This design comes from an exercise in tuning for small area on the open sky130 flow, not from production work. In this exercise RTL edits were held to simulation tests only and were not proved equivalent to the original. Power figures rest on the tool's default switching activity, not on a simulated workload.

[design/flow/run.sh]
#!/bin/bash
# synth_recipe.tcl (not shown) runs the flow's synth.tcl, then flattens the netlist and writes it again
# the make line also repeats each setting of config.mk as NAME=value (left out here)
make -C /OpenROAD-flow-scripts/flow DESIGN_CONFIG=/design/flow/config.mk WORK_HOME=/design/flow/orfs CLKGATE_MAP_FILE= SYNTH_SCRIPT=/design/flow/synth_recipe.tcl finish
[design/flow/config.mk]
export PLATFORM = sky130hd
export DESIGN_NAME = ms53l
export DESIGN_NICKNAME = ms53l
export VERILOG_FILES = /design/flow/design.v
export SDC_FILE = /design/flow/constraint.sdc
export NUM_CORES = 4
export LEC_CHECK = 0
export CAP_MARGIN = 20
export CORE_MARGIN = 2
export CORE_UTILIZATION = 40
export SLEW_MARGIN = 20
[design/flow/constraint.sdc]
create_clock -name core_clock -period 10.0 [get_ports {clk}]
set_input_delay 2.0000 -clock core_clock [delete_from_list [all_inputs] [get_ports {clk}]]
set_output_delay 2.0000 -clock core_clock [all_outputs]
set_load 0.01 [all_outputs]
[design/flow/design.v]
module ms53l(
    input       clk,
    input       rst_n,
    input       key_in,
    input       uart_rx,
    output      uart_tx,
    input       uart_rx_ms53l,
    output      uart_tx_ms531,
    output reg  led_out,
    output wire stcp,
    output wire shcp,
    output wire ds,
    output wire oe
);
assign uart_tx = uart_rx_ms53l;
assign oe      = ~rst_n;
reg key_d1, key_d2;
wire touch = key_d2 & ~key_d1;
always @(posedge clk or negedge rst_n)
    if (!rst_n) begin
        key_d1  <= 1'b0;
        key_d2  <= 1'b0;
        led_out <= 1'b1;
    end else begin
        key_d1  <= key_in;
        key_d2  <= key_d1;
        if (touch) led_out <= ~led_out;
    end
reg        snd_en;       
reg [12:0] gap_cnt;      
reg        give;         
reg [3:0]  byte_cnt;     
reg [8:0]  bit_cnt;      
reg [3:0]  bit_idx;      
always @(posedge clk or negedge rst_n)
    if (!rst_n) begin
        snd_en   <= 1'b0;
        gap_cnt  <= 13'd0;
        give     <= 1'b0;
        byte_cnt <= 4'd0;
    end else begin
        if (byte_cnt == 4'd11)
            snd_en <= 1'b0;
        else if (touch)
            snd_en <= 1'b1;
        if (snd_en)
            gap_cnt <= (gap_cnt == 13'd4900) ? 13'd0 : gap_cnt + 1'b1;
        give <= (gap_cnt == 13'd4900);
        if (!snd_en)
            byte_cnt <= 4'd0;
        else if (give)
            byte_cnt <= byte_cnt + 1'b1;
    end
always @(posedge clk or negedge rst_n)
    if (!rst_n) begin
        bit_cnt <= 9'd0;
        bit_idx <= 4'd9;
    end else if (give) begin
        bit_cnt <= 9'd0;
        bit_idx <= 4'd15;
    end else if (bit_idx != 4'd9) begin
        bit_cnt <= (bit_cnt == 9'd433) ? 9'd0 : bit_cnt + 1'b1;
        if (bit_cnt == 9'd3)
            bit_idx <= bit_idx + 1'b1;
    end
reg [7:0] tx_byte;
always @(*)
    case (byte_cnt)
        4'd1:    tx_byte = 8'h51;
        4'd2:    tx_byte = 8'h0B;
        4'd3:    tx_byte = 8'h00;
        4'd4:    tx_byte = 8'h01;
        4'd5:    tx_byte = 8'h00;
        4'd6:    tx_byte = 8'h05;
        4'd7:    tx_byte = 8'h02;
        4'd8:    tx_byte = 8'h00;
        4'd9:    tx_byte = 8'h64;
        4'd10:   tx_byte = 8'h0D;
        default: tx_byte = 8'h0A;
    endcase
reg tx_bit;
always @(*)
    case (bit_idx)
        4'd0:    tx_bit = 1'b0;
        4'd1:    tx_bit = tx_byte[0];
        4'd2:    tx_bit = tx_byte[1];
        4'd3:    tx_bit = tx_byte[2];
        4'd4:    tx_bit = tx_byte[3];
        4'd5:    tx_bit = tx_byte[4];
        4'd6:    tx_bit = tx_byte[5];
        4'd7:    tx_bit = tx_byte[6];
        4'd8:    tx_bit = tx_byte[7];
        default: tx_bit = 1'b1;
    endcase
assign uart_tx_ms531 = tx_bit;
reg       rxd_d0, rxd_d1;
reg       rx_flag;
reg [8:0] rx_clk;
reg [3:0] rx_cnt;
reg [7:0] rx_data;
reg [3:0] rx_bytes;      
reg [15:0] value;        
wire rx_start = rxd_d1 & ~rxd_d0;
wire rx_done  = (rx_cnt == 4'd9) && (rx_clk == 9'd2);
always @(posedge clk or negedge rst_n)
    if (!rst_n) begin
        rxd_d0  <= 1'b0;
        rxd_d1  <= 1'b0;
        rx_flag <= 1'b0;
        rx_clk  <= 9'd0;
        rx_cnt  <= 4'd0;
        rx_bytes <= 4'd0;
    end else begin
        rxd_d0 <= uart_rx_ms53l;
        rxd_d1 <= rxd_d0;
        if (rx_start)
            rx_flag <= 1'b1;
        else if ((rx_cnt == 4'd9) && (rx_clk == 9'd217))
            rx_flag <= 1'b0;
        if (rx_flag) begin
            rx_clk <= (rx_clk == 9'd433) ? 9'd0 : rx_clk + 1'b1;
            if (rx_clk == 9'd433)
                rx_cnt <= rx_cnt + 1'b1;
        end else begin
            rx_clk <= 9'd0;
            rx_cnt <= 4'd0;
        end
        if (rx_done)
            rx_bytes <= (rx_bytes == 4'd11) ? 4'd0 : rx_bytes + 1'b1;
    end
always @(posedge clk)
    if (rx_clk == 9'd217)
        rx_data <= {rxd_d1, rx_data[7:1]};
reg [1:0] ph;        
reg [3:0] bitn;      
reg [7:0] slot;      
reg [3:0] sub;       
reg       stcp_r, shcp_r;
always @(posedge clk or negedge rst_n)
    if (!rst_n) begin
        ph     <= 2'd0;
        bitn   <= 4'd13;
        slot   <= 8'd0;
        sub    <= 4'd0;
        stcp_r <= 1'b0;
        shcp_r <= 1'b0;
    end else begin
        ph <= ph + 1'b1;
        if (ph == 2'd0)
            bitn <= (bitn == 4'd13) ? 4'd0 : bitn + 1'b1;
        if (ph == 2'd3) begin
            slot <= (slot == 8'd249) ? 8'd0 : slot + 1'b1;
            sub  <= (sub == 4'd10) ? 4'd0 : sub + 1'b1;
        end
        stcp_r <= (bitn == 4'd13) && (ph == 2'd3);
        shcp_r <= ph[1];
    end
assign stcp = stcp_r;
assign shcp = shcp_r;
reg freeze, pend;
wire freeze_set = (sub == 4'd0) && (ph == 2'd0) && (slot >= 8'd228) && (slot <= 8'd238);
wire upd        = (slot == 8'd1) && (ph == 2'd0);
wire rx_wr      = rx_done && ((rx_bytes == 4'd8) || (rx_bytes == 4'd9));
wire we_hi      = !freeze && ((rx_done && rx_bytes == 4'd8) || (pend && rx_bytes == 4'd9));
wire we_lo      = !freeze && ((rx_done && rx_bytes == 4'd9) || (pend && rx_bytes == 4'd10));
always @(posedge clk or negedge rst_n)
    if (!rst_n) begin
        freeze <= 1'b0;
        pend   <= 1'b0;
        value  <= 16'd0;
    end else begin
        if (freeze_set)
            freeze <= 1'b1;
        else if (upd)
            freeze <= 1'b0;
        pend <= freeze & (pend | rx_wr);
        if (we_hi) value[15:8] <= rx_data;
        if (we_lo) value[7:0]  <= rx_data;
    end
reg [3:0] rm1, rm2, rm3, rm4;
reg [2:0] rm5;
wire first = (slot == 8'd247) && (ph == 2'd0);
wire [1:0] ord = {~slot[7] | (slot[3] & slot[0]), ~slot[0]};
wire vbit = value[~{ord, ph}];
function [4:0] dstep;    
    input [3:0] r;
    input       x;
    input       clr;
    reg   [3:0] re;
    reg   [3:0] m;
    reg         q;
    begin
        re = clr ? 4'd0 : r;
        q  = (re >= 4'd5);
        m  = q ? re - 4'd5 : re;
        dstep = {q, m[2:0], x};
    end
endfunction
wire [4:0] s1 = dstep(rm1, vbit,  first);
wire [4:0] s2 = dstep(rm2, s1[4], first);
wire [4:0] s3 = dstep(rm3, s2[4], first);
wire [4:0] s4 = dstep(rm4, s3[4], first);
always @(posedge clk) begin
    rm1 <= s1[3:0];
    rm2 <= s2[3:0];
    rm3 <= s3[3:0];
    rm4 <= s4[3:0];
    rm5 <= {rm5[1:0], s4[4]};
end
reg [2:0] dsel;      
reg [3:0] dval;      
wire z5 = (rm5 == 3'd0);
wire z4 = z5 & (rm4 == 4'd0);
wire z3 = z4 & (rm3 == 4'd0);
wire z2 = z3 & (rm2 == 4'd0);
wire [2:0] dnext = (dsel == 3'd5 || dsel == 3'd7) ? 3'd0 : dsel + 1'b1;
reg  [3:0] dnew;
always @(*)
    case (dnext)
        3'd0:    dnew = rm1;
        3'd1:    dnew = z2 ? 4'd11 : rm2;
        3'd2:    dnew = z3 ? 4'd11 : rm3;
        3'd3:    dnew = z4 ? 4'd11 : rm4;
        3'd4:    dnew = z5 ? 4'd11 : {1'b0, rm5};
        default: dnew = 4'd11;
    endcase
always @(posedge clk or negedge rst_n)
    if (!rst_n) begin
        dsel <= 3'd6;
        dval <= 4'd0;
    end else if (upd) begin
        dsel <= (dsel == 3'd6) ? 3'd7 : dnext;
        if (dsel != 3'd6)
            dval <= dnew;
    end
reg [6:0] segs;      
always @(*)
    case (dval)
        4'd0:    segs = 7'b100_0000;
        4'd1:    segs = 7'b111_1001;
        4'd2:    segs = 7'b010_0100;
        4'd3:    segs = 7'b011_0000;
        4'd4:    segs = 7'b001_1001;
        4'd5:    segs = 7'b001_0010;
        4'd6:    segs = 7'b000_0010;
        4'd7:    segs = 7'b111_1000;
        4'd8:    segs = 7'b000_0000;
        4'd9:    segs = 7'b001_0000;
        default: segs = 7'b111_1111;
    endcase
reg ds_w;
always @(*)
    case (bitn)
        4'd0, 4'd1, 4'd2, 4'd3, 4'd4, 4'd5: ds_w = (dsel == bitn[2:0]);
        4'd6:    ds_w = 1'b1;
        4'd7:    ds_w = segs[6];
        4'd8:    ds_w = segs[5];
        4'd9:    ds_w = segs[4];
        4'd10:   ds_w = segs[3];
        4'd11:   ds_w = segs[2];
        4'd12:   ds_w = segs[1];
        default: ds_w = segs[0];
    endcase
assign ds = ds_w;
endmodule
==> results of run 1 <==
[power by group through the flow]
stage                     Combinational [uW]  Clock (uW)  Sequential, uW
final                                   96.7         625             584
after CTS                               99.3         639             584
after global routing                     113         664             589
after detailed placement                98.5           0             593
after global placement                  92.8           0             590
after floorplan                         77.8           0             582
[cells by family (layout without fill, tap and decap cells)]
logic type,after synthesis,count (layout),synth area share [%]
buffers and inverters,64,86,3.89
muxes,30,30,5.60
AOI/OAI and AO/OA,145,145,13.7
adders and majority gates,44,44,8.00
DFF,127,127,45.5
xor gates and xnor gates,29,29,3.69
and+or+nand+nor,251,251,19.6
[layout by cell type, fill, tap and decap left out, types with 4 or more instances in the layout]
master	count
nand2_1	65
o22ai_1	4
clkdlybuf4s50_1	9
nor2_1	65
xnor2_1	16
and3_1	12
inv_1	40
nor3_1	14
clkbuf_8	4
o21ai_0	51
mux2_2	18
nand2b_1	12
and2_1	6
dfrtp_1	92
dfstp_2	8
a211oi_1	4
edfxtp_1	8
mux2i_1	7
nand4b_1	4
a21o_1	6
nor2b_1	9
clkbuf_1	6
xor2_1	13
buf_4	4
a21oi_1	27
o31ai_1	9
clkbuf_16	18
nor4_1	6
a31oi_1	6
ha_1	44
mux4_2	5
nand4_1	8
nand3_1	22
dfxtp_1	19
[synthesized netlist by cell type, types with 12 or more instances]
cell and instances:
mux2_2 18, xnor2_1 16, nand2b_1 12, and3_1 12, xor2_1 13, nor2_1 65
dfrtp_1 92, dfxtp_1 19, a21oi_1 27, nand3_1 22, clkbuf_1 13, inv_1 40
nand2_1 65, nor3_1 14, ha_1 44, o21ai_0 51
[worst min-delay path by stage]
stage                                   to  cells after the start        startpoint  slack [ns]
after floorplan           key_d2$_DFF_PN0_                      0  key_d1$_DFF_PN0_        0.35
after global placement    key_d2$_DFF_PN0_                      0  key_d1$_DFF_PN0_        0.35
after detailed placement  rxd_d1$_DFF_PN0_                      0  rxd_d0$_DFF_PN0_        0.36
after CTS                 rxd_d1$_DFF_PN0_                      0  rxd_d0$_DFF_PN0_        0.37
after global routing      key_d2$_DFF_PN0_                      0  key_d1$_DFF_PN0_        0.38
final                     key_d2$_DFF_PN0_                      0  key_d1$_DFF_PN0_        0.37
[state kept, by name, summed over array words and instances, names as in the netlist, 3 cells and up]
name / cells
rm4: 4
rm3: 4
slot: 8
rm1: 4
rm5: 3
value: 16
sub: 4
rx_data: 8
bit_cnt: 9
dval: 4
rx_clk: 9
rx_cnt: 4
gap_cnt: 13
bitn: 4
dsel: 3
rm2: 4
bit_idx: 4
rx_bytes: 4
byte_cnt: 4
[layout make-up]
class / count / area, um^2 / area share (%)
Clock buffer: 28 / 528 / 6.80
Sequential cell: 127 / 3130 / 40.3
Multi-Input combinational cell: 499 / 3480 / 44.8
Clock inverter: 4 / 72.6 / 0.935
Timing Repair Buffer: 13 / 120 / 1.55
Inverter: 41 / 154 / 1.98
Tap cell: 220 / 275 / 3.54
[metal layers]
| layer | share of wire, % | routed length, um | global-route usage (%) | vias up |
|---|---|---|---|---|
| li1 | - | - | - | 2461 |
| met1 | 47 | 6250 | 19.8 | 2439 |
| met2 | 48 | 6290 | 25.5 | 74 |
| met3 | 3.1 | 415 | 4.23 | 20 |
| met4 | 1.8 | 233 | 6.83 | 0 |
| met5 | 0 | 0 | 0 | - |
[through the flow]
step | cells | setup slack, ns
2_1_floorplan | 690 | 5.88
3_3_place_gp | 900 | 4.90
3_5_place_dp | 900 | 4.87
4_1_cts | 932 | 4.87
5_1_grt | 932 | 4.78
6_report | 932 | 4.91
==> metrics.md, run 1 <==
| Metric | Value |
|---|---|
| Outcome | finished clean |
| PortBufs | 10 |
| H-tree depth | 4 |
| Diodes inserted | 0 |
| CP required | 8.00 ns |
| DRC errors left | 0 |
| Fin util | between 40% and 50% |
| RSZ-0062 raised after global routing | no |
| Clock root buffer | clkbuf_16 |
| Yosys warnings | 1 |
| WP data arrival | between 3 and 4 ns |
| Number of DRC markers in iteration 0 | 277 |
| R2R Path Start | ph[0]$_DFF_PN0_ |
| Capture point of the critical path | oe |
| Number of max-cap violations | 0 |
| Clk Latency, worst-skew pair | 0.42 ns |
| CP max stage delay | ~0.50 ns |
| Leak | ~0.0035 uW |
| Part of the cycle the worst path needs | about half |
| Clock Skew | 0.0119 ns |
| WHS | between 0.3 and 0.4 ns |
| Yosys top cell by area | dfrtp_1 |
| Crit path kind | in -> out |
| Clock transition at path regs | about 0.050 ns |
| Mean Syn Cell Area | approximately 10 um^2 |
| Layout Nets | between 700 and 800 |
| Die area | approximately 0.018 mm^2 |
| Setup slack, reg-to-reg | 6.94 ns |
| Post-CTS Resized | 0 |
| Syn Std Cell Area | just under 0.007 mm^2 |
| Num CTS Buffers | 17 |
| Fill cells | around 1500 |
| Min Tclk post-route | approximately 5.1 ns |
| CP top delay family | buffers and inverters |
| Leading post-synthesis cells by cell area | dfrtp_1, ha_1, dfxtp_1, o21ai_0, nand2_1 |
| Setup TNS | 0 ns |
| Least-Margin Pin Slew | just over 0.7 ns |
| Prevailing post-synth register cell | dfrtp_1 |
| Sw Pwr | 302 uW |
| Largest net degree at the start of global routing | 58 |
| Post-synthesis cell type count | 76 |
| First-pass GRT wire length | 23.1 mm |
| Post-DR wirelength/cell | between 10 and 15 um |
| Vias per inst | 5.36 |
| Synth Net Count | roughly 740 |
| CP Depth | 3 |
| Post-CTS Setup Bufs | 0 |
| Crit-path slowest cell | clkdlybuf4s50_1 |
| Ys async rst share | around four fifths |
| Die Y | between 100 and 150 um |
| Clk sinks | ~130 |
| Row count | 47 |
| Worst hold path class | reg -> reg |
| Worst Setup End Kind | output pin |
| VDD IR max | between 0.0001 and 0.00015 V |
| Syn Inst Count | 690 |
| Top-area cell type share of the netlist area | roughly 33% |
| Clock share of power | between 40% and 50% |
| Slew Limit Fails | 0 |
| Worst r2r dst | rm4[2]$_DFF_P_ |
| Hold buffers post-CTS | 0 |
| Post-DRT Antenna Nets | 0 |
| Worst Path Buf+Inv | 3 |
| Final Hold Viols | 0 |
| Switching fraction of total power | approximately 23% |
| Vias in the first global route | about 5000 |
| Core area | 0.0167 mm^2 |
| R2r worst-path depth | 12 |
| Crit start category | primary input |
| Width of the die | about 140 um |
| Yosys reg bits | 127 |
| Part of the Yosys area used for sequential elements | between 40 and 50% |
| CP cell instances | buf_4, inv_1, clkdlybuf4s50_1 |
| Final Wtd Congestion | between 0.8 and 0.9 |
| Critical Path Start | rst_n |
| Area delta synth->final | 12.8% |
| Seq pwr share | between 40% and 50% |
| Setup Viol. Count Final | 0 |
| GRT Total Usage | 15.7% |
| Final instance area | between 0.007 and 0.008 mm^2 |
| Comb power frac | 7.4% |
| Clock buffer depth | 2 |
| Top-Level Pins | 12 |
| Detailed Place HPWL | a little over 9 mm |
| Post-Route WL | between 10 and 15 mm |
| Internal power | roughly 1000 uW |
| Detailed-router iteration count before antenna repair | 6 |
| Initial antenna violation count | 0 |
| Number of enable flip-flop cells after synthesis | 8 |
| Initial core utilization | 41.2% |
| DP Area | about 0.0072 mm^2 |
| Final Power | ~1300 uW |
| Power per cell area | 168 mW/mm^2 |
| CTS tree | yes |
| Worst Path Max Fanout | 45 |
| Vias | 4994 |
| Share of cells above drive strength 1 | 11.2% |
| Worst rel slew slack | 51.6% |
| Total grt overflow | 0 |
| Max Fclk | slightly below 200 MHz |
==> run 2: changes to the inputs <==
--- a/design/flow/config.mk
+++ b/design/flow/config.mk
@@ -10,2 +10,5 @@
 export CORE_UTILIZATION = 40
+export CTS_BUF_LIST = sky130_fd_sc_hd__clkbuf_4
+export CTS_CLUSTER_DIAMETER = 100
+export CTS_CLUSTER_SIZE = 50
 export SLEW_MARGIN = 20
==> run 2 against run 1 <==
Effect of this change:
- register-to-register slack worse by 0.02 ns
- still clean
- critical path type unchanged
- count of clock-buffer cells in the layout is 5 lower
- sequential share of layout area is 1.7 points higher
- total power is 20% lower
- flip-flop and latch count stayed put
- via count is 0.34% higher
- clock skew is 0.0083 ns higher
- global-route usage is 0.40 points lower
- largest power group is now registers
- non-clock buffer count stayed put
- die area stayed put
- wire length is 1.7% lower
- synthesized area stayed put
==> metrics.md, run 2 <==
| Metric | Value |
|---|---|
| Clk Latency, worst-skew pair | 0.53 ns (+0.11 ns) |
| Worst hold path class | reg -> reg |
| Die area | 0.0183 mm^2 (unchanged) |
| Max reg flops | 16 (unchanged) |
| WP data arrival | 3.09 ns (about the same) |
| Post-DR wirelength/cell | 13.9 um (-1.7%) |
| DP Area | 0.00716 mm^2 (unchanged) |
| Post-synthesis cell type count | 76 (unchanged) |
| Most frequent cells after synthesis | dfrtp_1, nand2_1, nor2_1 |
| Top flop regs | value: 16 flops, gap_cnt: 13 flops |
| Worst Path Max Fanout | 45 (unchanged) |
| Core area | 0.0167 mm^2 (unchanged) |
| PortBufs | 10 (unchanged) |
| Clock Skew | 0.0202 ns (+0.00828 ns) |
| First-pass GRT wire length | 22.7 mm (-1.6%) |
| Hold buffers post-CTS | 0 (unchanged) |
| RSZ-0062 raised after global routing | no |
| Width of the die | 135 um (unchanged) |
| CP required | 8.00 ns (about the same) |
| Count leader, synth | dfrtp_1 |
| Num CTS Buffers | 17 (unchanged) |
| Setup slack, reg-to-reg | 6.92 ns (-0.02 ns) |
| Area delta synth->final | 8.31% |
| DRC errors left | 0 (unchanged) |
| Worst rel slew slack | 51.8% (+0.27 points) |
| Area of the multi-input gates | 0.00348 mm^2 (unchanged) |
| Number of DRC markers in iteration 0 | 325 (+17%) |
| Slew Limit Fails | 0 (unchanged) |
| Leading post-synthesis cells by cell area | dfrtp_1, ha_1, dfxtp_1, o21ai_0, nand2_1 |
| Commonest non-fill, non-tap cell in the layout | dfrtp_1 |
| Layout Nets | 748 (unchanged) |
| Total grt overflow | 0 (unchanged) |
| Mean Syn Cell Area | 9.98 um^2 (unchanged) |
| Least-Margin Pin Slew | 0.722 ns (-0.00412 ns) |
| Post-CTS Setup Bufs | 0 (unchanged) |
| Worst r2r dst | rm4[2]$_DFF_P_ |
| Vias in the first global route | 4942 (-1.3%) |
| Hold Crit Depth | 0 (unchanged) |
| Yosys warnings | 1 (unchanged) |
| Vias | 5011 (+0.34%) |
| Crit path kind | in -> out |
| Power per cell area | 141 mW/mm^2 (-16%) |
| Initial core utilization | 41.2% (unchanged) |
| Part of the Yosys area used for sequential elements | 45.5% (unchanged) |
| Worst Setup End Kind | output pin |
| Synth Area in XOR/XNOR | 3.69% (unchanged) |
| Clk sinks | 127 (unchanged) |
| Outcome | finished clean |
| Part of the cycle the worst path needs | 50.9% (about the same) |
| R2R Path Start | ph[0]$_DFF_PN0_ |
| Initial antenna violation count | 0 (unchanged) |
| VDD IR max | 0.0000664 V (-48%) |
| Post-Route WL | 13.0 mm (-1.7%) |
| Yosys reg bits | 127 (unchanged) |
| Commonest cells after routing, fill and taps aside | dfrtp_1, nand2_1, nor2_1 |
| Diodes inserted | 0 (unchanged) |
| Number of enable flip-flop cells after synthesis | 8 (unchanged) |
| Area fraction in compound gates after synthesis | 13.7% (unchanged) |
| Max Fclk | 196 MHz (about the same) |
| Setup TNS | 0 ns (unchanged) |
| Syn Inst Count | 690 (unchanged) |
| Row count | 47 (unchanged) |
| Final Wtd Congestion | 0.846 (unchanged) |
| Crit start category | primary input |
| Synth Area in Adders | 8.00% (unchanged) |
| Syn Std Cell Area | 0.00688 mm^2 (unchanged) |
| Min Tclk post-route | 5.09 ns (-0.00272 ns) |
| GRT Total Usage | 15.3% (-0.40 points) |
| Clock buffer depth | 2 (unchanged) |
| Largest net degree at the start of global routing | 58 (unchanged) |
| Fill cells | 1571 (+3.3%) |
| Vias per inst | 5.38 (+0.34%) |
| Yosys top cell by area | dfrtp_1 |
| Simple-Gate Fraction of Synth Area | 19.6% (unchanged) |
| H-tree depth | 4 (unchanged) |
| Number of max-cap violations | 0 (unchanged) |
| Share of cells above drive strength 1 | 11.5% (+0.28 points) |
| Detailed Place HPWL | 9.16 mm (unchanged) |
| Ys async rst share | 78.7% (unchanged) |
| Detailed-router iteration count before antenna repair | 5 (-1) |
| R2r worst-path depth | 12 (unchanged) |
| Post-DRT Antenna Nets | 0 (unchanged) |
| Prevailing post-synth register cell | dfrtp_1 |
| Final Hold Viols | 0 (unchanged) |
| Synth Net Count | 739 (unchanged) |
| Clock transition at path regs | 0.10 ns (+0.05 ns) |
| Hold_sp | rxd_d0$_DFF_PN0_ |
| Hold EP | rxd_d1$_DFF_PN0_ |
| Top-Level Pins | 12 (unchanged) |
| Top-area cell type share of the netlist area | 33.4% (unchanged) |
| Clock root buffer | clkbuf_4 |
| CTS tree | yes |
| Die Y | 135 um (unchanged) |
| Main combinational cell family by area after synthesis | simple AND/OR/NAND/NOR gates |
| Mux contribution to synthesized area | 5.60% (unchanged) |
| Reg area | 0.00313 mm^2 (unchanged) |
| Post-CTS Resized | 0 (unchanged) |
| Biggest register | value |
| Final instance area | 0.00745 mm^2 (-4.0%) |
| Setup Viol. Count Final | 0 (unchanged) |
| Leak | 0.00333 uW (-3.8%) |
## run 2: cell types whose count changed in the layout (fill, tap and decap cells not counted)
cell	before	now
bufinv_16	2	3
clkbuf_1	6	0
clkbuf_8	4	0
clkbuf_16	18	0
clkbuf_4	0	23
clkinv_1	1	5
## run 2: cells by family (layout without fill, tap and decap cells)
kind of cell             count (synthesis)  after routing
XOR/XNOR                                29             29
flip-flops                             127            127
AO/OA/AOI/OAI                          145            145
AND/OR/NAND/NOR                        251            251
adder cells (fa/ha/maj)                 44             44
buffers and inverters                   64             86
multiplexers                            30             30
## run 2: worst max-delay path by stage
stage	start	endpoint	slack (ns)	cells after the start
6_report	rst_n	oe	4.91	3
3_3_place_gp	rst_n	oe	4.90	3
5_1_grt	rst_n	oe	4.77	3
3_5_place_dp	rst_n	oe	4.87	3
2_1_floorplan	uart_rx_ms53l	uart_tx	5.88	1
4_1_cts	rst_n	oe	4.87	3
## run 2: metal layers
layer | routed length (um) | track usage [%]
met5 | 0 | 0
met2 | 6160 | 25.3
met4 | 218 | 5.61
met1 | 6170 | 19.6
met3 | 412 | 3.82
## run 2: power by group
part	total (uW)	internal (uW)	switching (uW)
Clock	368	187	181
Sequential	583	546	37.1
Combinational	96.7	48.4	48.4
## run 2: critical path, cell delays in order
cell	delay [ns]
buf_4	0.47
inv_1	0.08
clkdlybuf4s50_1	0.50
## run 2: cell type report
class                   instances  share of cell area [%]
inverters                      41                    2.06
flip-flops and latches        127                    42.0
repair buffers                 13                    1.61
clock buffers                  23                    2.32
well taps                     220                    3.69
multi-input cells             499                    46.7
clock inverters                 9                    1.58
## run 2: stage by stage
stage	hold slack, ns	utilization [%]	setup slack, ns	std cells	total power [uW]
after CTS	0.382	44.6	4.87	932	1060
final	0.380	44.6	4.91	932	1050
after global routing	0.391	44.6	4.77	932	1110
after floorplan	0.346	-	5.88	690	660
after detailed placement	0.359	42.9	4.87	900	691
after global placement	0.355	42.9	4.90	900	683
==> run 3: changes to the inputs <==
--- a/design/flow/config.mk
+++ b/design/flow/config.mk
@@ -7,2 +7,3 @@
 export LEC_CHECK = 0
+export ABC_AREA = 1
 export CAP_MARGIN = 20
==> run 3 against run 2 <==
Effect of this change:
- worst setup slack improved by 0.074 ns
- via count rose by 13%
- total power fell by 1.1%
- non-clock buffer count fell by 2
- synthesized area rose by 4.0%
- clock skew fell by 0.00067 ns
- combinational power rose by 33%
- critical path depth fell by 1
==> metrics.md, run 3 <==
| Metric | Value |
|---|---|
| Post-synthesis cell type count | 49 (-36%) |
| GRT met2 Usage | 26.5% (+1.3 points) |
| Final Hold Viols | 0 (unchanged) |
| Grt met1 use | 20.4% (+0.79 points) |
| Top flop regs | value: 16 flops, gap_cnt: 13 flops |
| Mean Syn Cell Area | 8.08 um^2 (-19%) |
| Area of the multi-input gates | 0.00345 mm^2 (-1.0%) |
| CTS tree | yes |
| Final Wtd Congestion | 0.826 (-2.4%) |
| VDD IR max | 0.000159 V (+140%) |
| Clock buffer depth | 2 (unchanged) |
| Worst Path Max Fanout | 2 (-96%) |
| Met3 usage | 3.97% (+0.16 points) |
| Leak | 0.00377 uW (+13%) |
| Commonest cells after routing, fill and taps aside | nand2_1, inv_1, dfrtp_1 |
| WHS | 0.357 ns (-0.0234 ns) |
| Hold Crit Depth | 0 (unchanged) |
| Clk sinks | 127 (unchanged) |
| Num CTS Buffers | 17 (unchanged) |
| Core area | 0.0174 mm^2 (+4.3%) |
| Part of the cycle the worst path needs | 50.2% (-0.74 points) |
| Vias per inst | 4.94 (-8.1%) |
| Top-Level Pins | 12 (unchanged) |
| Syn Std Cell Area | 0.00716 mm^2 (+4.0%) |
| CP required | 8.00 ns (about the same) |
| Min Tclk post-route | 5.02 ns (-0.0741 ns) |
| Clock transition at path regs | 0.09 ns (about the same) |
| RSZ-0062 raised after global routing | no |
| Number of max-cap violations | 0 (unchanged) |
| Crit path kind | in -> out |
| Hold_sp | rm5[0]$_DFF_P_ |
| Initial antenna violation count | 1 (+1) |
| GRT Total Usage | 15.9% (+0.62 points) |
| Crit start category | primary input |
| R2r worst-path depth | 12 (unchanged) |
| Most used cell along the critical path | clkdlybuf4s50_1 |
| Slew Limit Fails | 0 (unchanged) |
| Post-CTS Setup Bufs | 0 (unchanged) |
| Syn Inst Count | 886 (+28%) |
| Worst Setup End Kind | output pin |
| Post-Route WL | 13.5 mm (+4.4%) |
| Number of DRC markers in iteration 0 | 231 (-29%) |
| Fill cells | 1771 (+13%) |
| Busiest grt layer | met2 |
| Leading post-synthesis cells by cell area | dfrtp_1, nand2_1, ha_1, inv_1, dfxtp_1 |
| Layout Nets | 952 (+27%) |
| Total grt overflow | 0 (unchanged) |
| Clk Latency, worst-skew pair | 0.54 ns (about the same) |
| Worst r2r dst | rm1[3]$_DFF_P_ |
| Commonest non-fill, non-tap cell in the layout | nand2_1 |
| Post-DR wirelength/cell | 11.9 um (-15%) |
| Crit-path slowest cell | clkdlybuf4s50_1 |
| R2R Path Start | ph[0]$_DFF_PN0_ |
| Fin util | 44.3% (-0.30 points) |
| CP cell instances | clkdlybuf4s50_1, clkdlybuf4s50_1 |
| Hold EP | rm5[1]$_DFF_P_ |
| Clock root buffer | clkbuf_4 |
| Detailed Place HPWL | 9.78 mm (+6.7%) |
| First-pass GRT wire length | 24.3 mm (+7.0%) |
| Biggest register | value |
| CP top delay family | buffers and inverters |
| Prevailing post-synth register cell | dfrtp_1 |
| Die Y | 138 um (+1.9%) |
| Initial core utilization | 41.1% (-0.12 points) |
| Die area | 0.0190 mm^2 (+3.9%) |
| Vias in the first global route | 5482 (+11%) |
| Setup Viol. Count Final | 0 (unchanged) |
| Worst hold path class | reg -> reg |
| Setup slack, reg-to-reg | 7.19 ns (+0.27 ns) |
| Yosys reg bits | 127 (unchanged) |
| Share of cells above drive strength 1 | 12.3% (+0.82 points) |
| Count leader, synth | nand2_1 |
| Area delta synth->final | 7.88% |
| Least-Margin Pin Slew | 0.916 ns (+0.194 ns) |
| Most frequent cells after synthesis | nand2_1, inv_1, dfrtp_1 |
| Synth Net Count | 935 (+27%) |
| Setup TNS | 0 ns (unchanged) |
| Yosys warnings | 1 (unchanged) |
| Part of the Yosys area used for sequential elements | 43.8% (-1.7 points) |
| Number of enable flip-flop cells after synthesis | 8 (unchanged) |
| Hold buffers post-CTS | 0 (unchanged) |
| CP max stage delay | 0.54 ns (+0.04 ns) |
| Post-DRT Antenna Nets | 0 (unchanged) |
| Worst Path Buf+Inv | 2 (-1) |
| Vias | 5642 (+13%) |
| H-tree depth | 4 (unchanged) |
| Row count | 48 (+2.1%) |
| Width of the die | 138 um (+1.9%) |
| Detailed-router iteration count before antenna repair | 5 (unchanged) |
| PortBufs | 10 (unchanged) |
| Worst rel slew slack | 38.9% (-13 points) |
| Top-area cell type share of the netlist area | 32.2% (-1.3 points) |
| Max Fclk | 199 MHz (+1.5%) |
| Post-CTS Resized | 0 (unchanged) |
| DRC errors left | 0 (unchanged) |
| Yosys top cell by area | dfrtp_1 |
| Outcome | finished clean |
| WP data arrival | 3.02 ns (-0.07 ns) |
| Max reg flops | 16 (unchanged) |
| Largest net degree at the start of global routing | 74 (+28%) |
| Ys async rst share | 78.7% (unchanged) |
| Clock Skew | 0.0195 ns (-0.000672 ns) |
| Power per cell area | 134 mW/mm^2 (-4.5%) |
| Reg area | 0.00313 mm^2 (unchanged) |
-- run 3: cell types whose count changed after synthesis, moves of 12 or more --
cell | previous run | this run
a21oi_1 | 27 | 40
and3_1 | 12 | 0
inv_1 | 40 | 104
inv_2 | 0 | 29
mux2_2 | 18 | 0
nand2_1 | 65 | 178
nand2b_1 | 12 | 0
nand3_1 | 22 | 68
nand4_1 | 8 | 21
nor2_1 | 65 | 78
o21ai_1 | 1 | 23
-- run 3: power breakdown --
group / switching [uW] / total, uW / leakage (uW) / internal [uW]
registers: 35.7 / 585 / 0.00151 / 550
logic: 82.3 / 129 / 0.00213 / 46.2
clock network: 187 / 323 / 0.000142 / 136
total: 305 / 1040 / 0.00377 / 732
-- run 3: layout make-up --
cell class	instances	area share, %
clock inverter	9	0.891
tap	225	3.65
timing repair buffer	11	1.36
antenna	1	0.0324
clock buffer	23	2.24
multi-input combinational	610	44.6
sequential	127	40.6
inverter	136	6.61
-- run 3: cells by family (layout without fill, tap and decap cells) --
group           after synthesis  after routing  share of synthesized area (%)
simple gates                413            413                           27.8
buf+inv                     149            179                           8.20
compound gates              133            133                           10.1
flops                       127            127                           43.8
fa+ha+maj                    44             44                           7.69
xor+xnor                     20             20                           2.45
other cells                   0              1                              0
-- run 3: layer usage --
layer	wire [um]	vias to the layer above	share of wire, %
met2	6240	59	46
met3	373	16	2.8
met1	6730	2630	50
met4	191	0	1.4
met5	0	-	0
li1	-	2937	-
-- run 3: how the worst max path moves through the flow --
stage / startpoint / end / slack [ns] / depth (start not counted)
global route: uart_rx_ms53l / uart_tx / 4.94 / 2
detailed placement: uart_rx_ms53l / uart_tx / 4.99 / 2
floorplan: uart_rx_ms53l / uart_tx / 5.88 / 1
CTS: uart_rx_ms53l / uart_tx / 4.98 / 2
global placement: uart_rx_ms53l / uart_tx / 5.00 / 2
finish: uart_rx_ms53l / uart_tx / 4.98 / 2
-- run 3: per-stage QoR --
| stage | instance area, um^2 | setup slack [ns] | total power [uW] | cells |
|---|---|---|---|---|
| 2_1_floorplan | 7160 | 5.88 | 685 | 886 |
| 3_3_place_gp | 7470 | 5.00 | 721 | 1109 |
| 3_5_place_dp | 7470 | 4.99 | 725 | 1109 |
| 4_1_cts | 7710 | 4.98 | 1050 | 1141 |
| 5_1_grt | 7720 | 4.94 | 1100 | 1142 |
| 6_report | 7720 | 4.98 | 1040 | 1142 |
==> run 4: changes to the inputs <==
==> design/flow/config.mk (replaced) <==
export PLATFORM = sky130hd
export DESIGN_NAME = ms53l
export DESIGN_NICKNAME = ms53l
export VERILOG_FILES = /design/flow/design.v
export SDC_FILE = /design/flow/constraint.sdc
export NUM_CORES = 4
export LEC_CHECK = 0
export CAP_MARGIN = 20
export CORE_MARGIN = 2
export CORE_UTILIZATION = 60
export CTS_BUF_LIST = sky130_fd_sc_hd__clkbuf_8
export CTS_CLUSTER_DIAMETER = 300
export CTS_CLUSTER_SIZE = 100
export SLEW_MARGIN = 20
==> run 4 against run 3 <==
Effect of this change:
- total power rose by 6.8%
- clock power grew 33%
- via count is 11% lower
- count of clock-buffer cells in the layout shrank 6
- design area is 3.5% lower
- global-route usage increased by 6.3 points
- combinational power is 27% lower
- clock skew decreased by 0.0064 ns
- synthesized area is 3.8% lower
- die area down 35%
- maximum frequency hardly changed
==> metrics.md, run 4 <==
| Metric | Value |
|---|---|
| Hold buffers post-CTS | 0 (unchanged) |
| R2r worst-path depth | 12 (unchanged) |
| Initial antenna violation count | 0 (-1) |
| Clock transition at path regs | 0.08 ns (about the same) |
| VDD IR max | 0.000134 V (-16%) |
| Synth Net Count | 739 (-21%) |
| Crit-path slowest cell | clkdlybuf4s50_1 |
| Syn Inst Count | 690 (-22%) |
| DRC errors left | 0 (unchanged) |
| Total grt overflow | 0 (unchanged) |
| Internal power | 798 uW (+9.0%) |
| Final Wtd Congestion | 0.870 (+5.3%) |
| Min Tclk post-route | 5.02 ns (+0.00483 ns) |
| Final Hold Viols | 0 (unchanged) |
| Setup TNS | 0 ns (unchanged) |
| Clock root buffer | clkbuf_8 |
| Crit start category | primary input |
| Worst hold path class | reg -> reg |
| Number of DRC markers in iteration 0 | 342 (+48%) |
| Top flop regs | value: 16 flops, gap_cnt: 13 flops |
| Clk sinks | 127 (unchanged) |
| CP cell instances | buf_4, inv_1, clkdlybuf4s50_1 |
| Diodes inserted | 0 (-1) |
| Initial core utilization | 60.8% (+20 points) |
| Clock share of power | 38.7% (+7.6 points) |
| Ys async rst share | 78.7% (unchanged) |
| Final Power | 1110 uW (+6.8%) |
| Yosys top cell by area | dfrtp_1 |
| Largest net degree at the start of global routing | 68 (-8.1%) |
| Post-CTS Setup Bufs | 0 (unchanged) |
| Hold Crit Depth | 0 (unchanged) |
| Yosys warnings | 1 (unchanged) |
| Most frequent cells after synthesis | dfrtp_1, nand2_1, nor2_1 |
| Width of the die | 111 um (-19%) |
| Post-synthesis cell type count | 76 (+55%) |
| Max reg flops | 16 (unchanged) |
| Post-DRT Antenna Nets | 0 (unchanged) |
| Count leader, synth | dfrtp_1 |
| Number of enable flip-flop cells after synthesis | 8 (unchanged) |
| CP max stage delay | 0.50 ns (-0.04 ns) |
| CTS tree | yes |
| Dpl ws | 4.94 ns (-0.0460 ns) |
| Clock Skew | 0.0131 ns (-0.00635 ns) |
| RSZ-0062 raised after global routing | no |
| Setup Viol. Count Final | 0 (unchanged) |
| GRT Total Usage | 22.3% (+6.3 points) |
| Worst rel slew slack | 43.7% (+4.7 points) |
| Slew Limit Fails | 0 (unchanged) |
| WP data arrival | 3.02 ns (about the same) |
| H-tree depth | 4 (unchanged) |
| Worst Path Max Fanout | 35 (+33) |
| Final std cells w/o fill | 855 (-25%) |
| Commonest cells after routing, fill and taps aside | dfrtp_1, nand2_1, nor2_1 |
| Sw Pwr | 309 uW (+1.3%) |
| Number of max-cap violations | 0 (unchanged) |
| CP required | 8.00 ns (about the same) |
| Core area | 0.0113 mm^2 (-35%) |
| Share of cells above drive strength 1 | 12.1% (-0.26 points) |
| Outcome | finished clean |
| Detailed Place HPWL | 8.81 mm (-9.9%) |
| Prevailing post-synth register cell | dfrtp_1 |
| Placed Cells | 823 (-26%) |
| Die Y | 111 um (-19%) |
| Mean Syn Cell Area | 9.98 um^2 (+23%) |
| Vias | 4999 (-11%) |
| Power per cell area | 148 mW/mm^2 (+11%) |
| Layout Nets | 748 (-21%) |
| Clock buffer depth | 2 (unchanged) |
| PortBufs | 10 (unchanged) |
| Least-Margin Pin Slew | 0.845 ns (-0.0708 ns) |
| Post-DR wirelength/cell | 14.7 um (+24%) |
| Worst Setup End Kind | output pin |
| Leading post-synthesis cells by cell area | dfrtp_1, ha_1, dfxtp_1, o21ai_0, nand2_1 |
| Comb power frac | 8.6% (-3.8 points) |
| Max Fclk | 199 MHz (about the same) |
| Clk Latency, worst-skew pair | 0.45 ns (-0.09 ns) |
| Yosys reg bits | 127 (unchanged) |
| Vias per inst | 5.85 (+18%) |
| Crit path kind | in -> out |
| Row count | 39 (-19%) |
| Biggest register | value |
| Syn Std Cell Area | 0.00688 mm^2 (-3.8%) |
| Leak | 0.00337 uW (-11%) |
| Part of the Yosys area used for sequential elements | 45.5% (+1.7 points) |
| Post-Route WL | 12.6 mm (-7.1%) |
| Num CTS Buffers | 17 (unchanged) |
| Part of the cycle the worst path needs | 50.2% (about the same) |
| Top-area cell type share of the netlist area | 33.4% (+1.3 points) |
| Die area | 0.0123 mm^2 (-35%) |
| Vias in the first global route | 4953 (-9.6%) |
| Detailed-router iteration count before antenna repair | 5 (unchanged) |
| Post-CTS Resized | 0 (unchanged) |
| Top-Level Pins | 12 (unchanged) |
| Area delta synth->final | 8.31% |
| Final WS setup | 4.98 ns (-0.00483 ns) |
| Seq pwr share | 52.7% (-3.8 points) |
| Switching fraction of total power | 27.9% (-1.5 points) |
| Commonest non-fill, non-tap cell in the layout | dfrtp_1 |
| First-pass GRT wire length | 22.6 mm (-6.9%) |
[run 4: worst paths after layout]
| path | to | slack, ns | startpoint |
|---|---|---|---|
| min | key_d2$_DFF_PN0_ | 0.37 | key_d1$_DFF_PN0_ |
| max reg2reg | rm3[2]$_DFF_P_ | 6.97 | ph[0]$_DFF_PN0_ |
| max | oe | 4.98 | rst_n |
| min in group asynchronous | dval[3]$_DFFE_PN0P_ | 1.49 | rst_n |
| max in group asynchronous | rx_clk[0]$_DFF_PN0_ | 7.29 | rst_n |
| min reg2reg | key_d2$_DFF_PN0_ | 0.37 | key_d1$_DFF_PN0_ |
[run 4: critical path: cells and delay by family]
family | cells | cell delay (ns)
buf+inv | 3 | 0.98
[run 4: power groups by stage]
stage | Combinational, uW | Clock (uW) | Sequential (uW)
finish | 94.6 | 429 | 583
global route | 111 | 465 | 587
CTS | 96.1 | 442 | 583
detailed placement | 95.3 | 0 | 593
global placement | 92.2 | 0 | 591
floorplan | 77.8 | 0 | 582
[run 4: cell type report]
type                    instances  area (um^2)
inverters                      41          154
repair buffers                 13          120
multi-input cells             499         3480
flip-flops and latches        127         3130
clock inverters                15          153
clock buffers                  17          234
well taps                     143          179
fillers                       935         3870
[run 4: logic make-up after synthesis]
group	after synthesis	share of synthesized area, %
xor gates and xnor gates	29	3.69
muxes	30	5.60
AOI/OAI and AO/OA	145	13.7
and+or+nand+nor	251	19.6
adders and majority gates	44	8.00
DFF	127	45.5
buffers and inverters	64	3.89
[run 4: metrics by stage]
| step | instance area [um^2] | hold slack (ns) | utilization, % |
|---|---|---|---|
| final | 7450 | 0.373 | 65.8 |
| after global routing | 7450 | 0.380 | 65.8 |
| after CTS | 7450 | 0.374 | 65.8 |
| after detailed placement | 7070 | 0.356 | 62.4 |
| after global placement | 7070 | 0.351 | 62.4 |
| after floorplan | 6880 | 0.346 | - |
[run 4: per-layer routing]
layer,track usage [%],share of wire [%],vias to the layer above,wire length [um]
li1,-,-,2465,-
met1,29.0,47,2434,5890
met2,36.3,48,88,6090
met3,5.80,3.6,12,456
met4,7.98,1.1,0,136
met5,0,0,-,0
==> run 5: changes to the inputs <==
==> design/flow/flow/run.sh (new file) <==
#!/bin/bash
# Standard ORFS layout with a lighter clock tree (no dummy loads, small
# clock buffers) and minimum-size port buffers. Every tool's output is
# kept in its own log file in this folder.
set -euo pipefail
export CTS_ARGS="-sink_clustering_enable -sink_clustering_size 40 -sink_clustering_max_diameter 150 -buf_list {sky130_fd_sc_hd__clkbuf_4 sky130_fd_sc_hd__clkbuf_8} -dont_use_dummy_load -repair_clock_nets"
export BUFFER_PORTS_ARGS="-buffer_cell sky130_fd_sc_hd__buf_1"
bash standard.sh synth > synth.log 2>&1
bash standard.sh finish > layout.log 2>&1
==> design/flow/standard.sh (new file) <==
#!/bin/bash
# synth_recipe.tcl (not shown) runs the flow's synth.tcl, then flattens the netlist and writes it again
# the make line also repeats each setting of config.mk as NAME=value (left out here)
make -C /OpenROAD-flow-scripts/flow DESIGN_CONFIG=/design/flow/config.mk WORK_HOME=/design/flow/orfs CLKGATE_MAP_FILE= SYNTH_SCRIPT=/design/flow/synth_recipe.tcl "${@:-finish}"
==> design/flow/config.mk (replaced) <==
export PLATFORM = sky130hd
export DESIGN_NAME = ms53l
export DESIGN_NICKNAME = ms53l
export VERILOG_FILES = /design/flow/design.v
export SDC_FILE = /design/flow/constraint.sdc
export NUM_CORES = 4
export LEC_CHECK = 0
export ABC_AREA = 1
export CAP_MARGIN = 20
export CORE_MARGIN = 2
export CORE_UTILIZATION = 40
export SLEW_MARGIN = 20
removed: design/flow/run.sh
==> run 5 against run 4 <==
Effect of this change:
- still clean on timing, DRC and antenna
- maximum frequency is 6.3% higher
- design area grew 2.7%
- register-to-register slack improved by 0.54 ns
- combinational power rose by 31%
- worst setup slack gained 0.30 ns
- largest power group unchanged
- highest routed layer unchanged
==> metrics.md, run 5 <==
| Metric | Value |
|---|---|
| Outcome | finished clean |
| Final instance area | 0.00766 mm^2 (+2.7%) |
| Clock root buffer | clkbuf_8 |
| Yosys top cell by area | dfrtp_1 |
| Die Y | 138 um (+24%) |
| Part of the Yosys area used for sequential elements | 43.8% (-1.7 points) |
| Top flop regs | value: 16 flops, gap_cnt: 13 flops |
| DRC errors left | 0 (unchanged) |
| Top-area cell type share of the netlist area | 32.2% (-1.3 points) |
| Post-CTS Resized | 0 (unchanged) |
| Crit path kind | in -> out |
| Setup Viol. Count Final | 0 (unchanged) |
| Setup TNS | 0 ns (unchanged) |
| Syn Inst Count | 886 (+28%) |
| Worst hold path class | reg -> reg |
| Biggest register | value |
| Yosys reg bits | 127 (unchanged) |
| First-pass GRT wire length | 23.3 mm (+2.9%) |
| Post-CTS Setup Bufs | 0 (unchanged) |
| Number of max-cap violations | 0 (unchanged) |
| Vias in the first global route | 5246 (+5.9%) |
| Most frequent cells after synthesis | nand2_1, inv_1, dfrtp_1 |
| Mean Syn Cell Area | 8.08 um^2 (-19%) |
| Die area | 0.0190 mm^2 (+54%) |
| Number of enable flip-flop cells after synthesis | 8 (unchanged) |
| Max Fclk | 212 MHz (+6.3%) |
| Post-DR wirelength/cell | 11.6 um (-21%) |
| Top-Level Pins | 12 (unchanged) |
| Crit start category | primary input |
| Initial antenna violation count | 0 (unchanged) |
| Least-Margin Pin Slew | 0.747 ns (-0.0976 ns) |
| Vias | 5488 (+9.8%) |
| Prevailing post-synth register cell | dfrtp_1 |
| Final Hold Viols | 0 (unchanged) |
| WP data arrival | 2.73 ns (-0.29 ns) |
| Count leader, synth | nand2_1 |
| Clock Skew | 0.0274 ns (+0.0143 ns) |
| Hold buffers post-CTS | 0 (unchanged) |
| Area delta synth->final | 6.99% |
| Largest net degree at the start of global routing | 60 (-12%) |
| Final WS setup | 5.27 ns (+0.296 ns) |
| Synth Net Count | 935 (+27%) |
| Part of the cycle the worst path needs | 47.3% (-3.0 points) |
| DP Area | 0.00742 mm^2 (+5.0%) |
| Clock transition at path regs | 0.05 ns (-0.03 ns) |
| Row count | 48 (+23%) |
| Slew Limit Fails | 0 (unchanged) |
| Detailed-router iteration count before antenna repair | 4 (-1) |
| Syn Std Cell Area | 0.00716 mm^2 (+4.0%) |
| Final Wtd Congestion | 0.825 (-5.1%) |
| Dpl ws | 5.21 ns (+0.273 ns) |
| Vias per inst | 4.87 (-17%) |
| Post-synthesis cell type count | 49 (-36%) |
| RSZ-0062 raised after global routing | no |
| Width of the die | 138 um (+24%) |
| Placed Cells | 1110 (+35%) |
| VDD IR max | 0.0000891 V (-33%) |
| Clock buffer depth | 2 (unchanged) |
| Min Tclk post-route | 4.73 ns (-0.296 ns) |
| CP required | 8.00 ns (about the same) |
| Fill cells | 1730 (+85%) |
| Layout Nets | 953 (+27%) |
| Worst Setup End Kind | output pin |
| Commonest cells after routing, fill and taps aside | nand2_1, inv_1, dfrtp_1 |
| PortBufs | 10 (unchanged) |
| H-tree depth | 4 (unchanged) |
| Ys async rst share | 78.7% (unchanged) |
| Clk sinks | 127 (unchanged) |
| Num CTS Buffers | 17 (unchanged) |
| Post-DRT Antenna Nets | 0 (unchanged) |
| Leading post-synthesis cells by cell area | dfrtp_1, nand2_1, ha_1, inv_1, dfxtp_1 |
| Core area | 0.0174 mm^2 (+54%) |
| Diodes inserted | 0 (unchanged) |
| Clk Latency, worst-skew pair | 0.43 ns (-0.02 ns) |
| Post-Route WL | 13.0 mm (+3.5%) |
| Final std cells w/o fill | 1127 (+32%) |
| Share of cells above drive strength 1 | 11.3% (-0.77 points) |
| Initial core utilization | 41.1% (-20 points) |
| Number of DRC markers in iteration 0 | 239 (-30%) |
| Worst Path Max Fanout | 43 (+23%) |
| Max reg flops | 16 (unchanged) |
| GRT Total Usage | 15.2% (-7.0 points) |
| Yosys warnings | 1 (unchanged) |
| CTS tree | yes |
| Commonest non-fill, non-tap cell in the layout | nand2_1 |
| Total grt overflow | 0 (unchanged) |
| Reg area | 0.00313 mm^2 (unchanged) |
| Detailed Place HPWL | 9.48 mm (+7.6%) |
| Power per cell area | 134 mW/mm^2 (-9.7%) |
| Leak | 0.00374 uW (+11%) |
| Worst rel slew slack | 50.2% (+6.5 points) |
| Area of the multi-input gates | 0.00344 mm^2 (-1.1%) |
-- run 5: final timing paths --
kind	startpoint	endpoint	slack, ns	cells past startpoint
min in group asynchronous	rst_n	bit_cnt[8]$_DFFE_PN0P_	1.59	1
worst min-delay path	rm5[1]$_DFF_P_	rm5[2]$_DFF_P_	0.37	0
worst max register to register	ph[0]$_DFF_PN0_	rm1[3]$_DFF_P_	7.51	12
max in group asynchronous	rst_n	rx_clk[1]$_DFF_PN0_	7.22	2
worst max-delay path	rst_n	oe	5.27	3
worst min register to register	rm5[1]$_DFF_P_	rm5[2]$_DFF_P_	0.37	0
-- run 5: cells by family after synthesis --
| group | count (synthesis) | share of synthesized area [%] |
|---|---|---|
| and+or+nand+nor | 413 | 27.8 |
| AOI/OAI and AO/OA | 133 | 10.1 |
| adders and majority gates | 44 | 7.69 |
| DFF | 127 | 43.8 |
| buffers and inverters | 149 | 8.20 |
| xor gates and xnor gates | 20 | 2.45 |
-- run 5: critical path, cell delays in order --
cell and delay, ns:
clkbuf_4 0.50, inv_1 0.08, buf_1 0.14
-- run 5: power breakdown --
group          switching [uW]  internal, uW  leakage, uW  total (uW)
combinational            81.6          42.6      0.00211         124
sequential               34.5           551      0.00151         585
clock                     168           149     0.000122         317
total                     284           742      0.00374        1030
-- run 5: area by class of cell --
type	instances	area share [%]
inverter	136	6.67
timing repair buffer	12	0.735
sequential	127	40.9
clock buffer	17	3.06
multi-input combinational	610	45.0
tap	225	3.68
-- run 5: per-layer routing --
metal | wire length [um] | global-route usage [%]
met5 | 0 | 0
met2 | 5840 | 24.4
met3 | 373 | 3.61
met4 | 153 | 4.82
met1 | 6650 | 20.5
-- run 5: metrics by stage --
step	util [%]	hold WS [ns]	power (uW)
global route	44.0	0.376	1090
CTS	44.0	0.368	1040
finish	44.0	0.367	1030
global placement	42.6	0.343	718
floorplan	-	0.331	685
detailed placement	42.6	0.349	721
==> run 6: changes to the inputs <==
--- a/design/flow/design.v
+++ b/design/flow/design.v
@@ -57,8 +57,7 @@
         bit_idx <= 4'd9;
-    end else if (give) begin
-        bit_cnt <= 9'd0;
-        bit_idx <= 4'd15;
-    end else if (bit_idx != 4'd9) begin
-        bit_cnt <= (bit_cnt == 9'd433) ? 9'd0 : bit_cnt + 1'b1;
-        if (bit_cnt == 9'd3)
+    end else begin
+        bit_cnt <= (give || bit_cnt == 9'd182) ? 9'd0 : {bit_cnt[7:0], ~(bit_cnt[8] ^ bit_cnt[4])};
+        if (give)
+            bit_idx <= 4'd15;
+        else if (bit_idx != 4'd9 && bit_cnt == 9'd7)
             bit_idx <= bit_idx + 1'b1;
@@ -97,3 +96,3 @@
 reg       rx_flag;
-reg [8:0] rx_clk;
+reg [8:0] rx_clk;        
 reg [3:0] rx_cnt;
@@ -103,3 +102,3 @@
 wire rx_start = rxd_d1 & ~rxd_d0;
-wire rx_done  = (rx_cnt == 4'd9) && (rx_clk == 9'd2);
+wire rx_done  = (rx_cnt == 4'd9) && (rx_clk == 9'd3);
 always @(posedge clk or negedge rst_n)
@@ -117,12 +116,9 @@
             rx_flag <= 1'b1;
-        else if ((rx_cnt == 4'd9) && (rx_clk == 9'd217))
+        else if ((rx_cnt == 4'd9) && (rx_clk == 9'd77))
             rx_flag <= 1'b0;
-        if (rx_flag) begin
-            rx_clk <= (rx_clk == 9'd433) ? 9'd0 : rx_clk + 1'b1;
-            if (rx_clk == 9'd433)
-                rx_cnt <= rx_cnt + 1'b1;
-        end else begin
-            rx_clk <= 9'd0;
+        rx_clk <= (rx_flag && rx_clk != 9'd182) ? {rx_clk[7:0], ~(rx_clk[8] ^ rx_clk[4])} : 9'd0;
+        if (!rx_flag)
             rx_cnt <= 4'd0;
-        end
+        else if (rx_clk == 9'd182)
+            rx_cnt <= rx_cnt + 1'b1;
         if (rx_done)
@@ -131,3 +127,3 @@
 always @(posedge clk)
-    if (rx_clk == 9'd217)
+    if (rx_clk == 9'd77)
         rx_data <= {rxd_d1, rx_data[7:1]};
@@ -137,3 +133,3 @@
 reg [3:0] sub;       
-reg       stcp_r, shcp_r;
+reg       shcp_r;
 always @(posedge clk or negedge rst_n)
@@ -144,3 +140,2 @@
         sub    <= 4'd0;
-        stcp_r <= 1'b0;
         shcp_r <= 1'b0;
@@ -154,6 +149,5 @@
         end
-        stcp_r <= (bitn == 4'd13) && (ph == 2'd3);
         shcp_r <= ph[1];
     end
-assign stcp = stcp_r;
+assign stcp = (bitn == 4'd13) && (ph == 2'd0) && (dsel != 3'd6);
 assign shcp = shcp_r;
==> design/flow/run.sh (new file) <==
#!/bin/bash
# synth_recipe.tcl (not shown) runs the flow's synth.tcl, then flattens the netlist and writes it again
# the make line also repeats each setting of config.mk as NAME=value (left out here)
make -C /OpenROAD-flow-scripts/flow DESIGN_CONFIG=/design/flow/config.mk WORK_HOME=/design/flow/orfs CLKGATE_MAP_FILE= SYNTH_SCRIPT=/design/flow/synth_recipe.tcl finish
--- a/design/flow/config.mk
+++ b/design/flow/config.mk
@@ -7,3 +7,2 @@
 export LEC_CHECK = 0
-export ABC_AREA = 1
 export CAP_MARGIN = 20
@@ -11,2 +10,5 @@
 export CORE_UTILIZATION = 40
+export CTS_BUF_LIST = sky130_fd_sc_hd__clkbuf_4
+export CTS_CLUSTER_DIAMETER = 100
+export CTS_CLUSTER_SIZE = 50
 export SLEW_MARGIN = 20
removed: design/flow/flow/run.sh
removed: design/flow/standard.sh
==> run 6 against run 5 <==
Effect of this change:
- cell count shrank 22%
- synthesized area fell by 9.9%
- critical endpoint unchanged
- hold slack gained 0.013 ns
- synthesized cell count decreased by 28%
- sequential share of layout area grew 3.6 points
- total power shrank 5.6%
- register-to-register slack lost 0.32 ns
- core utilization grew 0.15 points
- still clean
- worst setup slack worse by 0.28 ns
==> metrics.md, run 6 <==
| Metric | Value |
|---|---|
| Vias in the first global route | 4736 (-9.7%) |
| Number of enable flip-flop cells after synthesis | 8 (unchanged) |
| Leading post-synthesis cells by cell area | dfrtp_1, ha_1, dfxtp_1, edfxtp_1, dfstp_2 |
| Clock Skew | 0.0206 ns (-0.00683 ns) |
| Width of the die | 131 um (-5.0%) |
| Slew Limit Fails | 0 (unchanged) |
| Setup Viol. Count Final | 0 (unchanged) |
| Worst hold path class | reg -> reg |
| Top-area cell type share of the netlist area | 35.3% (+3.2 points) |
| Clock root buffer | clkbuf_4 |
| Post-Route WL | 11.5 mm (-12%) |
| Yosys reg bits | 126 (-0.79%) |
| VDD IR max | 0.0000855 V (-4.1%) |
| Ys async rst share | 78.6% (-0.17 points) |
| Worst Setup End Kind | output pin |
| Detailed Place HPWL | 8.14 mm (-14%) |
| Part of the cycle the worst path needs | 50.1% (+2.8 points) |
| Area of the multi-input gates | 0.00310 mm^2 (-9.8%) |
| Most frequent cells after synthesis | dfrtp_1, nor2_1, nand2_1 |
| Yosys top cell by area | dfrtp_1 |
| H-tree depth | 4 (unchanged) |
| Fin util | 44.1% (+0.15 points) |
| Fill cells | 1525 (-12%) |
| Count leader, synth | dfrtp_1 |
| Final Wtd Congestion | 0.783 (-5.1%) |
| Clk sinks | 126 (-0.79%) |
| Num CTS Buffers | 17 (unchanged) |
| Worst rel slew slack | 47.1% (-3.1 points) |
| Layout Nets | 695 (-27%) |
| Final Hold Viols | 0 (unchanged) |
| Clk Latency, worst-skew pair | 0.53 ns (+0.10 ns) |
| Initial core utilization | 40.7% (-0.37 points) |
| WP data arrival | 3.01 ns (+0.28 ns) |
| Area delta synth->final | 8.35% |
| Post-DR wirelength/cell | 13.1 um (+13%) |
| Synth Net Count | 686 (-27%) |
| Min Tclk post-route | 5.01 ns (+0.284 ns) |
| Post-CTS Setup Bufs | 0 (unchanged) |
| R2r worst-path depth | 13 (+1) |
| Least-Margin Pin Slew | 0.786 ns (+0.0387 ns) |
| RSZ-0062 raised after global routing | no |
| Post-CTS Resized | 0 (unchanged) |
| Part of the Yosys area used for sequential elements | 48.2% (+4.4 points) |
| Syn Inst Count | 642 (-28%) |
| First-pass GRT wire length | 20.8 mm (-10%) |
| Yosys warnings | 1 (unchanged) |
| GRT Total Usage | 15.1% (-0.096 points) |
| Vias per inst | 5.26 (+8.1%) |
| Final instance area | 0.00698 mm^2 (-8.8%) |
| Number of DRC markers in iteration 0 | 380 (+59%) |
| Mean Syn Cell Area | 10.0 um^2 (+24%) |
| Max reg flops | 16 (unchanged) |
| Hold Crit Depth | 0 (unchanged) |
| Top-Level Pins | 12 (unchanged) |
| Prevailing post-synth register cell | dfrtp_1 |
| Share of cells above drive strength 1 | 11.0% (-0.31 points) |
| Top flop regs | value: 16 flops, gap_cnt: 13 flops |
| Post-DRT Antenna Nets | 0 (unchanged) |
| Clock transition at path regs | 0.11 ns (+0.06 ns) |
| CTS tree | yes |
| Hold buffers post-CTS | 0 (unchanged) |
| Biggest register | value |
| Setup TNS | 0 ns (unchanged) |
| Post-synthesis cell type count | 62 (+27%) |
| Outcome | finished clean |
| PortBufs | 10 (unchanged) |
| DP Area | 0.00674 mm^2 (-9.2%) |
| Dpl ws | 4.94 ns (-0.277 ns) |
| Initial antenna violation count | 1 (+1) |
| Die Y | 131 um (-5.0%) |
| Crit start category | primary input |
| Leak | 0.00311 uW (-17%) |
| Max Fclk | 200 MHz (-5.7%) |
| Syn Std Cell Area | 0.00644 mm^2 (-9.9%) |
| Vias | 4637 (-16%) |
| Reg area | 0.00311 mm^2 (-0.80%) |
| Commonest cells after routing, fill and taps aside | dfrtp_1, nor2_1, nand2_1 |
| Worst Path Max Fanout | 43 (unchanged) |
| Crit path kind | in -> out |
| Power per cell area | 139 mW/mm^2 (+3.6%) |
| Number of max-cap violations | 0 (unchanged) |
| Row count | 46 (-4.2%) |
| Commonest non-fill, non-tap cell in the layout | dfrtp_1 |
| Detailed-router iteration count before antenna repair | 5 (+1) |
| DRC errors left | 0 (unchanged) |
| Largest net degree at the start of global routing | 59 (-1.7%) |
| CP required | 8.00 ns (about the same) |
| Final WS setup | 4.99 ns (-0.284 ns) |
| Core area | 0.0158 mm^2 (-9.1%) |
| Total grt overflow | 0 (unchanged) |
| Die area | 0.0171 mm^2 (-9.7%) |
| Clock buffer depth | 2 (unchanged) |
-- run 6: cell types whose count changed after synthesis, moves of 13 or more --
cell and delta:
nand2_1 -126, inv_1 -65, nand3_1 -48, inv_2 -29, nor2_1 -23, o21ai_1 -23, nand2b_1 +19, clkbuf_1 +18
nand4_1 -17, mux2_2 +16, and2_1 +13, and3_1 +13
-- run 6: logic make-up after synthesis --
kind of cell	after synthesis	synth area share, %
adders and majority gates	39	7.57
xor gates and xnor gates	25	3.40
and+or+nand+nor	237	19.4
muxes	28	5.44
buffers and inverters	61	3.61
DFF	126	48.2
AOI/OAI and AO/OA	126	12.3
-- run 6: power by group --
| part | switching (uW) | internal, uW |
|---|---|---|
| Clock | 185 | 121 |
| Combinational | 37.5 | 46.3 |
| Sequential | 31.0 | 549 |
-- run 6: cell type report --
class | instances | share of cell area (%)
antenna | 1 | 0.0358
clock buffer | 18 | 1.94
clock inverter | 14 | 1.49
inverter | 39 | 2.10
multi-input combinational | 455 | 44.5
sequential | 126 | 44.5
tap | 216 | 3.87
timing repair buffer | 12 | 1.61
-- run 6: metrics by stage --
step / total power (uW) / hold slack, ns / cells
finish: 970 / 0.380 / 881
global route: 1030 / 0.391 / 881
CTS: 988 / 0.380 / 880
detailed placement: 675 / 0.357 / 848
global placement: 672 / 0.353 / 848
floorplan: 644 / 0.346 / 642
-- run 6: path summary, 6_finish.rpt --
kind | from | endpoint | slack, ns
min in group asynchronous | rst_n | gap_cnt[6]$_DFFE_PN0P_ | 1.44
worst max register to register | ph[0]$_DFF_PN0_ | rm2[2]$_DFF_P_ | 7.19
worst min register to register | rm5[1]$_DFF_P_ | rm5[2]$_DFF_P_ | 0.38
max in group asynchronous | rst_n | gap_cnt[2]$_DFFE_PN0P_ | 7.42
worst min-delay path | rm5[1]$_DFF_P_ | rm5[2]$_DFF_P_ | 0.38
worst max-delay path | rst_n | oe | 4.99
-- run 6: layer usage --
layer	vias up	global-route usage (%)	wire, um
met3	17	4.23	357
met4	0	6.38	167
li1	2285	-	-
met1	2271	18.4	5370
met2	64	25.4	5610
met5	-	0	0
-- run 6: worst max-delay path: stages --
cell             delay [ns]
buf_4                  0.43
inv_1                  0.08
clkdlybuf4s50_1        0.49

[re-timing with driven ports]
No port has a modelled driver above. Below, the same layouts with a new extraction and two added sets of constraints. Step 1, drivers: a clkbuf_16 drives clk and a buf_2 each remaining input, both assumed. Step 2 adds t to the input delays and takes it off the output delays; t is the mean of the earliest and latest rising clock arrival at the registers after step 1. Input paths then give back, and output paths get back, about the clock's delay inside the block. Slacks: ideal ports / drivers / drivers and shift; pairs: ideal ports / drivers.
run	t, ns	setup slack, ns	worst hold slack (ns)	worst slew at a driven data input, ns	cell pins on the clock port's net
run 1	0.456	4.906 / 4.881 / 4.881	0.368 / 0.368 / 0.368	0.03	1
run 2	0.554	4.909 / 4.883 / 4.883	0.380 / 0.380 / 0.380	0.03	1
run 3	0.567	4.983 / 4.961 / 4.961	0.357 / 0.357 / 0.357	0.03	1
run 4	0.477	4.978 / 4.954 / 4.954	0.373 / 0.373 / 0.373	0.03	1
run 5	0.462	5.274 / 5.249 / 5.249	0.367 / 0.367 / 0.367	0.03	1
run 6	0.561	4.989 / 4.965 / 4.965	0.380 / 0.380 / 0.380	0.03	1
After both steps every run listed still meets setup and hold. The setup slack of run 2, which loses most, moves by -0.026 ns with the drivers and by -0.026 ns with both steps.
